Context: an optimization exercise on an open-source flow, tuned for small area and a short achievable clock period. The choices shown serve that exercise and are no tape-out recipe.
In this exercise RTL edits were held to simulation tests only and were not proved equivalent to the original.

==> flow/design.v <==
module argus_exec(clk, a, b, alu_op, shamt, mult, div,
                  flip_adder16, flip_adder4, flip_shift, flip_mult, flip_div,
                  alu_result, alu_ne, alu_lt, adder_err, sra_err, sll_err,
                  md_result, md_remainder, md_exception, md_err, md_chk_en);
	input clk;
	input [31:0] a, b;
	input [4:0] alu_op, shamt;
	input mult, div;
	input flip_adder16, flip_adder4, flip_shift, flip_mult, flip_div;
	output reg [31:0] alu_result;
	output reg alu_ne, alu_lt, adder_err, sra_err, sll_err;
	output reg [31:0] md_result, md_remainder;
	output reg md_exception, md_err, md_chk_en;
	reg [31:0] a_q, b_q;
	reg [4:0] op_q, shamt_q;
	reg mult_q, div_q;
	reg f_add16_q, f_add4_q, f_shift_q, f_mult_q, f_div_q;
	always @(posedge clk) begin
		a_q <= a;
		b_q <= b;
		op_q <= alu_op;
		shamt_q <= shamt;
		mult_q <= mult;
		div_q <= div;
		f_add16_q <= flip_adder16;
		f_add4_q <= flip_adder4;
		f_shift_q <= flip_shift;
		f_mult_q <= flip_mult;
		f_div_q <= flip_div;
	end
	wire [31:0] alu_res_x;
	wire alu_ne_x, alu_lt_x, adder_err_x, sra_err_x, sll_err_x;
	alu_unit u_alu(.A(a_q), .B(b_q), .op(op_q), .shamt(shamt_q),
	               .f16(f_add16_q), .f4(f_add4_q), .fsh(f_shift_q),
	               .result(alu_res_x), .ne(alu_ne_x), .lt(alu_lt_x),
	               .adder_err(adder_err_x), .sra_err(sra_err_x), .sll_err(sll_err_x));
	wire [31:0] prod, quo, rem;
	wire ovf, dz;
	booth_mult u_mul(.A(a_q), .B(b_q[15:0]), .flip(f_mult_q), .prod(prod), .ovf(ovf));
	div_unit u_div(.A(a_q), .B(b_q[15:0]), .flip(f_div_q), .quo(quo), .rem(rem), .dz(dz));
	wire [31:0] md_res_x = (mult_q & ~div_q) ? prod : (div_q & ~mult_q) ? quo : 32'd0;
	wire md_exc_x = (div_q & dz) | (mult_q & ovf);
	wire md_err_x;
	residue_check u_chk(.A(a_q), .B(b_q[15:0]), .res(md_res_x), .rem(rem), .div(div_q), .err(md_err_x));
	always @(posedge clk) begin
		alu_result <= alu_res_x;
		alu_ne <= alu_ne_x;
		alu_lt <= alu_lt_x;
		adder_err <= adder_err_x;
		sra_err <= sra_err_x;
		sll_err <= sll_err_x;
		md_result <= md_res_x;
		md_remainder <= rem;
		md_exception <= md_exc_x;
		md_err <= md_err_x;
		md_chk_en <= mult_q | div_q;
	end
endmodule
module alu_unit(A, B, op, shamt, f16, f4, fsh, result, ne, lt, adder_err, sra_err, sll_err);
	input [31:0] A, B;
	input [4:0] op, shamt;
	input f16, f4, fsh;
	output [31:0] result;
	output ne, lt, adder_err, sra_err, sll_err;
	wire sub = (op == 5'd1);
	wire [31:0] Bn = B ^ {32{sub}};
	wire [12:0] lo = {1'b0, A[11:0]} + {1'b0, Bn[11:0]} + {12'd0, sub};
	wire c12 = lo[12];
	wire [3:0] nib = A[15:12] + Bn[15:12] + {3'd0, c12 ^ f16};
	wire g = 1'b0;
	wire [4:0] tnib = {1'b0, A[15:12]} + {1'b0, Bn[15:12]} + {4'd0, c12};
	wire c16 = tnib[4];
	wire [15:0] hi = A[31:16] + Bn[31:16] + {15'd0, c16};
	wire [31:0] S = {hi[15:11], hi[10] ^ f4, hi[9:0], nib, lo[11:0]};
	assign ne = |S;
	assign lt = (A[31] & ~B[31]) | (S[31] & ~A[31] & ~B[31]) | (S[31] & A[31] & B[31]);
	assign adder_err = f16 | f4;
	wire [4:0] sh = {shamt[4:1], shamt[0] ^ fsh};
	wire [31:0] Ar;
	genvar i;
	generate for (i = 0; i < 32; i = i + 1) begin : rv
		assign Ar[i] = A[31 - i];
	end endgenerate
	wire [31:0] X = op[0] ? A : Ar;
	wire fill = op[0] & A[31];
	wire [31:0] Y = $signed({fill, X}) >>> sh;
	wire [31:0] Yr;
	generate for (i = 0; i < 32; i = i + 1) begin : rv2
		assign Yr[i] = Y[31 - i];
	end endgenerate
	assign result = (op == 5'd0 || op == 5'd1) ? S :
	                (op == 5'd2) ? (A & B) :
	                (op == 5'd3) ? (A | B) :
	                (op == 5'd4) ? Yr :
	                (op == 5'd5) ? Y : 32'd0;
	wire [30:0] E = A[30:0] ^ A[31:1];
	wire [31:0] PZ, PE;      
	wire [30:0] SE;          
	assign PZ[0] = A[0];
	assign PE[0] = E[0];
	assign SE[30] = E[30];
	generate for (i = 1; i < 32; i = i + 1) begin : pz
		assign PZ[i] = PZ[i-1] | A[i];
	end endgenerate
	generate for (i = 1; i < 31; i = i + 1) begin : pe
		assign PE[i] = PE[i-1] | E[i];
		assign SE[30-i] = SE[31-i] | E[30-i];
	end endgenerate
	assign PE[31] = PE[30];
	wire [4:0] s0 = {shamt[4:1], 1'b0};
	assign sra_err = fsh & SE[s0];
	wire [4:0] m = 5'd31 - shamt;
	assign sll_err = fsh & (shamt[0] ? PE[m] : PZ[m]);
endmodule
module booth_mult(A, B, flip, prod, ovf);
	input [31:0] A;
	input [15:0] B;
	input flip;
	output [31:0] prod;
	output ovf;
	wire [31:0] acc [0:8];
	wire [1:0] pb [0:7];
	wire [16:0] bb = {B, 1'b0};
	assign acc[0] = 32'd0;
	genvar k;
	generate for (k = 0; k < 8; k = k + 1) begin : st
		wire [2:0] s = bb[2*k+2:2*k];
		wire neg = s[2] & ~(s[1] & s[0]);
		wire one = s[1] ^ s[0];
		wire two = (s == 3'd3) | (s == 3'd4);
		wire [31:0] M = (({32{one}} & A) | ({32{two}} & {A[30:0], 1'b0})) ^ {32{neg}};
		wire [31:0] sum;
		rca #(32) add(.a(acc[k]), .b(M), .ci(neg), .s(sum));
		assign pb[k] = sum[1:0];
		assign acc[k+1] = {sum[31], sum[31], sum[31:2]};
	end endgenerate
	wire [31:0] p = {acc[8][15:0], pb[7], pb[6], pb[5], pb[4], pb[3], pb[2], pb[1], pb[0]};
	assign prod = {p[31:8], p[7] ^ flip, p[6:0]};
	assign ovf = acc[8][30:15] != {16{A[31] ^ B[15]}};
endmodule
module rca(a, b, ci, s);
	parameter W = 32;
	input [W-1:0] a, b;
	input ci;
	output [W-1:0] s;
	wire [W:0] c;
	assign c[0] = ci;
	genvar i;
	generate for (i = 0; i < W; i = i + 1) begin : fa
		assign s[i] = a[i] ^ b[i] ^ c[i];
		assign c[i+1] = (a[i] & b[i]) | (a[i] & c[i]) | (b[i] & c[i]);
	end endgenerate
endmodule
module div_unit(A, B, flip, quo, rem, dz);
	input [31:0] A;
	input [15:0] B;
	input flip;
	output [31:0] quo, rem;
	output dz;
	wire [31:0] N = A[31] ? -A : A;
	wire [15:0] D = B[15] ? -B : B;
	assign dz = (B == 16'd0);
	wire [15:0] r [0:32];
	wire [31:0] q;
	assign r[32] = 16'd0;
	genvar i;
	generate for (i = 31; i >= 0; i = i - 1) begin : st
		localparam W = (32 - i) < 16 ? (32 - i) : 16;
		wire [W-1:0] t = {r[i+1][W-2 >= 0 ? W-2 : 0:0], N[i]};
		wire [W:0] d = {1'b0, t} - {1'b0, D[W-1:0]};
		wire hi_nz;
		if (W < 16) begin : nz
			assign hi_nz = |D[15:W];
		end else begin : z
			assign hi_nz = 1'b0;
		end
		wire lt = hi_nz | d[W];
		assign q[i] = ~lt;
		wire [W-1:0] rn = lt ? t : d[W-1:0];
		assign r[i] = {{(16-W){1'b0}}, rn} & 16'h7fff;
	end endgenerate
	wire [31:0] qq = dz ? {31'h7fffffff, ~N[31]} : q;
	wire [31:0] qs = (A[31] ^ B[15]) ? -qq : qq;
	assign quo = {qs[31:3], qs[2] ^ flip, qs[1:0]};
	assign rem = dz ? N : {17'd0, r[0][14:0]};
endmodule
module residue_check(A, B, res, rem, div, err);
	input [31:0] A;
	input [15:0] B;
	input [31:0] res, rem;
	input div;
	output err;
	function [9:0] csa;
		input [4:0] x, y, z;
		reg [4:0] c;
		begin
			c = (x & y) | (x & z) | (y & z);
			csa = {c[3:0], c[4], x ^ y ^ z};
		end
	endfunction
	function [4:0] eadd;
		input [4:0] x, y;
		reg [5:0] t;
		begin
			t = {1'b0, x} + {1'b0, y};
			eadd = t[4:0] + {4'd0, t[5]};
		end
	endfunction
	function [4:0] r32;
		input [31:0] x;
		reg [9:0] u, v, w, z;
		begin
			u = csa(x[4:0], x[9:5], x[14:10]);
			v = csa(x[19:15], x[24:20], x[29:25]);
			w = csa(u[4:0], u[9:5], v[4:0]);
			z = csa(w[4:0], w[9:5], v[9:5]);
			u = csa(z[4:0], z[9:5], {3'd0, x[31:30]});
			r32 = eadd(u[4:0], u[9:5]);
		end
	endfunction
	function [4:0] rot;
		input [4:0] x;
		input integer k;
		reg [9:0] t;
		begin
			t = {x, x} << k;
			rot = t[9:5];
		end
	endfunction
	wire [4:0] rA = r32(A);
	wire [4:0] rB = r32({16'd0, B});
	wire [4:0] rR = r32(res);
	wire [4:0] rM = r32(rem);
	wire nz = |rem;
	wire [4:0] r1 = div ? rR : rA;
	wire [4:0] r3 = div ? rA : rR;
	wire [4:0] p0 = rB[0] ? r1 : 5'd0;
	wire [4:0] p1 = rB[1] ? rot(r1, 1) : 5'd0;
	wire [4:0] p2 = rB[2] ? rot(r1, 2) : 5'd0;
	wire [4:0] p3 = rB[3] ? rot(r1, 3) : 5'd0;
	wire [4:0] p4 = rB[4] ? rot(r1, 4) : 5'd0;
	wire [4:0] n3 = ~r3;
	wire [4:0] n4a = div ? rM : 5'd0;
	wire [4:0] n4b = (div & nz) ? 5'd27 : 5'd0;
	wire [9:0] l1 = csa(p0, p1, p2);
	wire [9:0] l2 = csa(p3, p4, n3);
	wire [9:0] l3 = csa(l1[4:0], l1[9:5], l2[4:0]);
	wire [9:0] l4 = csa(l2[9:5], n4a, n4b);
	wire [9:0] l5 = csa(l3[4:0], l3[9:5], l4[4:0]);
	wire [9:0] l6 = csa(l5[4:0], l5[9:5], l4[9:5]);
	wire [4:0] x = l6[4:0], y = l6[9:5];
	assign err = ~(((x ^ y) == 5'd31) | ((x | y) == 5'd0) | ((x & y) == 5'd31));
endmodule
==> flow/run.sh <==
#!/bin/bash
# synth_recipe.tcl (not shown) runs the flow's synth.tcl, then flattens the netlist and writes it again
# the make line also repeats each setting of config.mk as NAME=value (left out here)
make -C /OpenROAD-flow-scripts/flow DESIGN_CONFIG=/design/flow/config.mk WORK_HOME=/design/flow/orfs CLKGATE_MAP_FILE= SYNTH_SCRIPT=/design/flow/synth_recipe.tcl finish
==> flow/config.mk <==
export PLATFORM = sky130hd
export DESIGN_NAME = argus_exec
export DESIGN_NICKNAME = argus_exec
export VERILOG_FILES = /design/flow/design.v
export SDC_FILE = /design/flow/constraint.sdc
export NUM_CORES = 4
export LEC_CHECK = 0
export CAP_MARGIN = 20
export CORE_MARGIN = 2
export CORE_UTILIZATION = 40
export CTS_BUF_LIST = sky130_fd_sc_hd__clkbuf_4 sky130_fd_sc_hd__clkbuf_8 sky130_fd_sc_hd__clkbuf_16
export CTS_CLUSTER_DIAMETER = 60
export CTS_CLUSTER_SIZE = 12
export SLEW_MARGIN = 20
==> flow/constraint.sdc <==
create_clock -name core_clock -period 250.0 [get_ports {clk}]
set_input_delay 50.0000 -clock core_clock [delete_from_list [all_inputs] [get_ports {clk}]]
set_output_delay 50.0000 -clock core_clock [all_outputs]
set_load 0.01 [all_outputs]
==> out/metrics.sh <==
POST_SYNTH_INST_COUNT=6222
TIMING.CRITICAL_PATH.SLOWEST_CELL_DELAY_PS=1010
YOSYS-TOP-CELLS-COUNT='sky130_fd_sc_hd__ha_1 (563), sky130_fd_sc_hd__nand2_1 (530), sky130_fd_sc_hd__xnor2_1 (523)'
FINALNONFILLERCELLS=7900
AREA.GROWTH.SYNTH_TO_FINAL_PCT=9.32
CLK_ROOT_BUFFER_CELL='sky130_fd_sc_hd__clkbuf_16'
WIRE_LENGTH_OF_THE_FIRST_GLOBAL_ROUTING_PASS_MM=304
MAX_FREQ_MHz=11.2
WORST_CLOCK_SKEW_PS=38.0
TIGHTEST_SLEW_PS=1210
FINAL_ANTENNA_VIOLATING_NET_COUNT=0
TRITONCTS='yes'
FIN_CRIT_SH=0.358
WORST_EP_REQUIRED_TIME_PS=250450
NUMBER_OF_SYNTHESIZED_FLOPS_WITH_AN_ENABLE_PIN=0
CRIT_ARRIVAL_PS=90050
ROUTED-VIA-COUNT=49800
CLOCK_BUFFER_COUNT_FROM_CTS=17
POST-SYNTH-TOP-AREA-FRACTION=0.143
DRT_ITER0_MARKERS=5725
WORST_SKEW_PAIR.LATE_LATENCY_PS=540
DRC_VIOLATION_COUNT_AFTER_ROUTING=0
FILLCELLCOUNT=12300
CLOCK_PATH_BUFFERS=2
FIN_UTIL=0.442
CTS-HTREE-LEVELS=4
DIE_HEIGHT_UM=356
YS_TYPES=121
CTSHOLDBUFFERS=0
PRE_CTS_WS_PS=162970
GROUTE.USAGE.OVERALL=0.317
CRITICAL-PATH-TOP-CELL-BY-COUNT='sky130_fd_sc_hd__ha_1'
FRACTION_OF_THE_YOSYS_AREA_TAKEN_BY_SEQUENTIAL_CELLS=0.0749
FP.DIEAREA_UM2=126000
SYNTHFLOPTYPE='sky130_fd_sc_hd__dfxtp_1'
GRT_OVERFLOW_TOTAL=0
SYNTH.LARGEST_AREA_CELL='sky130_fd_sc_hd__ha_1'
MAPPEDNETLISTNETS=7218
FINALMAXSLEWVIOLATIONS=0
DETAILEDPLACEMENTHPWL_MM=160
YS_SEQ_ELEMENTS=185
DETAIL_ROUTE.VIAS_PER_CELL=6.30
R2R_SLACK_PS=160410
FIN_WORST_HOLD_SLACK_PS=541
PLACED_CELLS=7865
WORST_SETUP_PATH_START_KIND='flip-flop'
NUMBER_OF_BUFFERS_ADDED_ON_PORTS=185
TIMING_HOLD_VIOLATIONS_FINAL=0
POSTSYNTH.ASYNCRESETSHARE=0
SETUP_VIOL_COUNT_FINAL=0
CRIT_PATH_TOP_DELAY_CELL='sky130_fd_sc_hd__dfxtp_1'
DRTPASS1ITERATIONS=6
CRIT_FANOUT=31
SYNTH_AREA_PER_CELL_UM2=7.94
CLK_PIN_SLEW_WORST_PATHS_PS=90
NUMCLOCKSINKS=185
DRT-TOTAL-WL_MM=206
DIE_W_UM=356
TNS_PS=0
CRITICALPATHCATEGORY='flip-flop to flip-flop'
GRT_PASS1_VIAS=47500
ANTENNA_VIOLATIONS_BEFORE_REPAIR=13
LAYOUT-DRIVE-GT1-SHARE=0.0668
TIMING.SLEW.HEADROOM=0.170
RSZ0062_AT_GRT='false'
RESULT_OF_THE_RUN='no timing/DRC/antenna violations'
PLACE_CONGESTION=1.02
MIN_DELAY_PATH_CLASS='flip-flop to flip-flop'
INITIAL_UTILIZATION=0.404
FINALWORSTPATHREQUIREDPERIOD_PS=89590
CORE_REGION_AREA_UM2=122000
SYNTH_TOP_CELLS_BY_AREA='sky130_fd_sc_hd__ha_1 (14%), sky130_fd_sc_hd__fa_1 (14%), sky130_fd_sc_hd__xnor2_1 (9.3%), sky130_fd_sc_hd__dfxtp_1 (7.5%), sky130_fd_sc_hd__a22oi_1 (4.1%)'
END_KIND='flip-flop'
YOSYS_WARNINGS=4
FLOORPLAN.ROWS=128
DRV.MAX_CAP_VIOLATION_COUNT=0
LAYOUT.NETS=7255
NUM_IO_PINS=186
GRT_START_MAX_NET_PINS=71
FINAL.SETUP.WORST_SLACK_PS=160410
WIRE_PER_INST_UM=26.0
POST_CTS_SETUP_BUFFER_COUNT=0
YOSYSMOSTFREQUENTCELL='sky130_fd_sc_hd__ha_1'
SYNTHESIS.AREA_UM2=49400
CTS.REPAIR.RESIZED=0
==> kinds of logic after synthesis <==
family / count (synthesis) / share of synthesized area
buffers and inverters: 737 / 0.0571
and+or+nand+nor: 1656 / 0.161
DFF: 185 / 0.0749
adders and majority gates: 927 / 0.287
AOI/OAI and AO/OA: 1898 / 0.259
xor gates and xnor gates: 639 / 0.113
muxes: 180 / 0.0469
==> cells in the final DEF, fill, tap and decap left out, drive strengths merged, types with 58 or more instances in the layout <==
master	instances
nand3	96
clkdlybuf4s50	185
inv	425
nor3	124
o21a	106
nand2	530
or3	60
nand2b	73
fa	351
nor2	451
o21ai	388
buf	149
o211ai	58
a22oi	268
nor2b	80
dfxtp	185
a21o	125
ha	563
mux2i	97
xnor2	524
xor2	115
a31oi	70
a21oi	396
a211oi	70
==> layer usage <==
layer	wire length, um	part of all wire	global-route usage
met1	86000	0.42	0.427
met2	87900	0.43	0.484
met3	20900	0.10	0.0642
met4	10900	0.053	0.145
met5	48	0.00023	0
==> critical path, delay by kind of cell (launching register included) <==
family	cells	cell delay (ps)
AO/OA/AOI/OAI	134	39130
adder cells (fa/ha/maj)	45	16490
multiplexers	6	2340
AND/OR/NAND/NOR	82	25310
XOR/XNOR	3	610
buffers and inverters	25	4410
flip-flops	1	1010
==> cell type report <==
cell class	count	area, um^2	area share
multi-input cells	5300	43100	0.797
flip-flops and latches	185	3720	0.0688
repair buffers	334	2980	0.0552
well taps	1625	2030	0.0376
inverters	421	1580	0.0292
clock buffers	18	450	0.00834
clock inverters	14	175	0.00324
diodes	3	7.51	0.000139
==> path summary, 6_finish.rpt <==
| path | startpoint | end | depth (start not counted) |
|---|---|---|---|
| min | f_add4_q | adder_err | 1 |
| max reg2reg | b_q[11] | md_err | 295 |
| max | b_q[11] | md_err | 295 |
| min reg2reg | f_add4_q | adder_err | 1 |
==> metrics by stage <==
stage	instance area, um^2
finish	54000
global route	54000
CTS	54000
detailed placement	53400
global placement	53400
floorplan	49400
==> flip-flops by register name, indices dropped and copies added (netlist names), 5 cells and up <==
register,cells
b_q,32
md_result,32
shamt_q,5
a_q,32
alu_result,32
op_q,5
md_remainder,32

[what the ideal ports hide]
The flow's constraints put no driver on any port. The routed layout listed below was extracted and timed again, unchanged, in two steps.
Step 1: set_driving_cell puts a clkbuf_16 on clk and a buf_2 on each other input, an assumption about the parent block.
Step 2 moves the port delays by t, midway between the first and last clock arrival at a register: inputs arrive t later, outputs are due t later. That takes back most of the time a late clock gives input paths.
a / b / c = ideal / step 1 / step 2; a / b = the first two.
t (ns): 0.590
slack for setup (ns): 160.407 / 160.407 / 160.407
worst hold slack (ns): 0.541 / 0.541 / 0.541
worst data-port slew with drivers (ns): 0.08
After both steps setup and hold are still met in this run. The setup slack of this run moves by 0.000 ns with the drivers and by 0.000 ns with both steps.
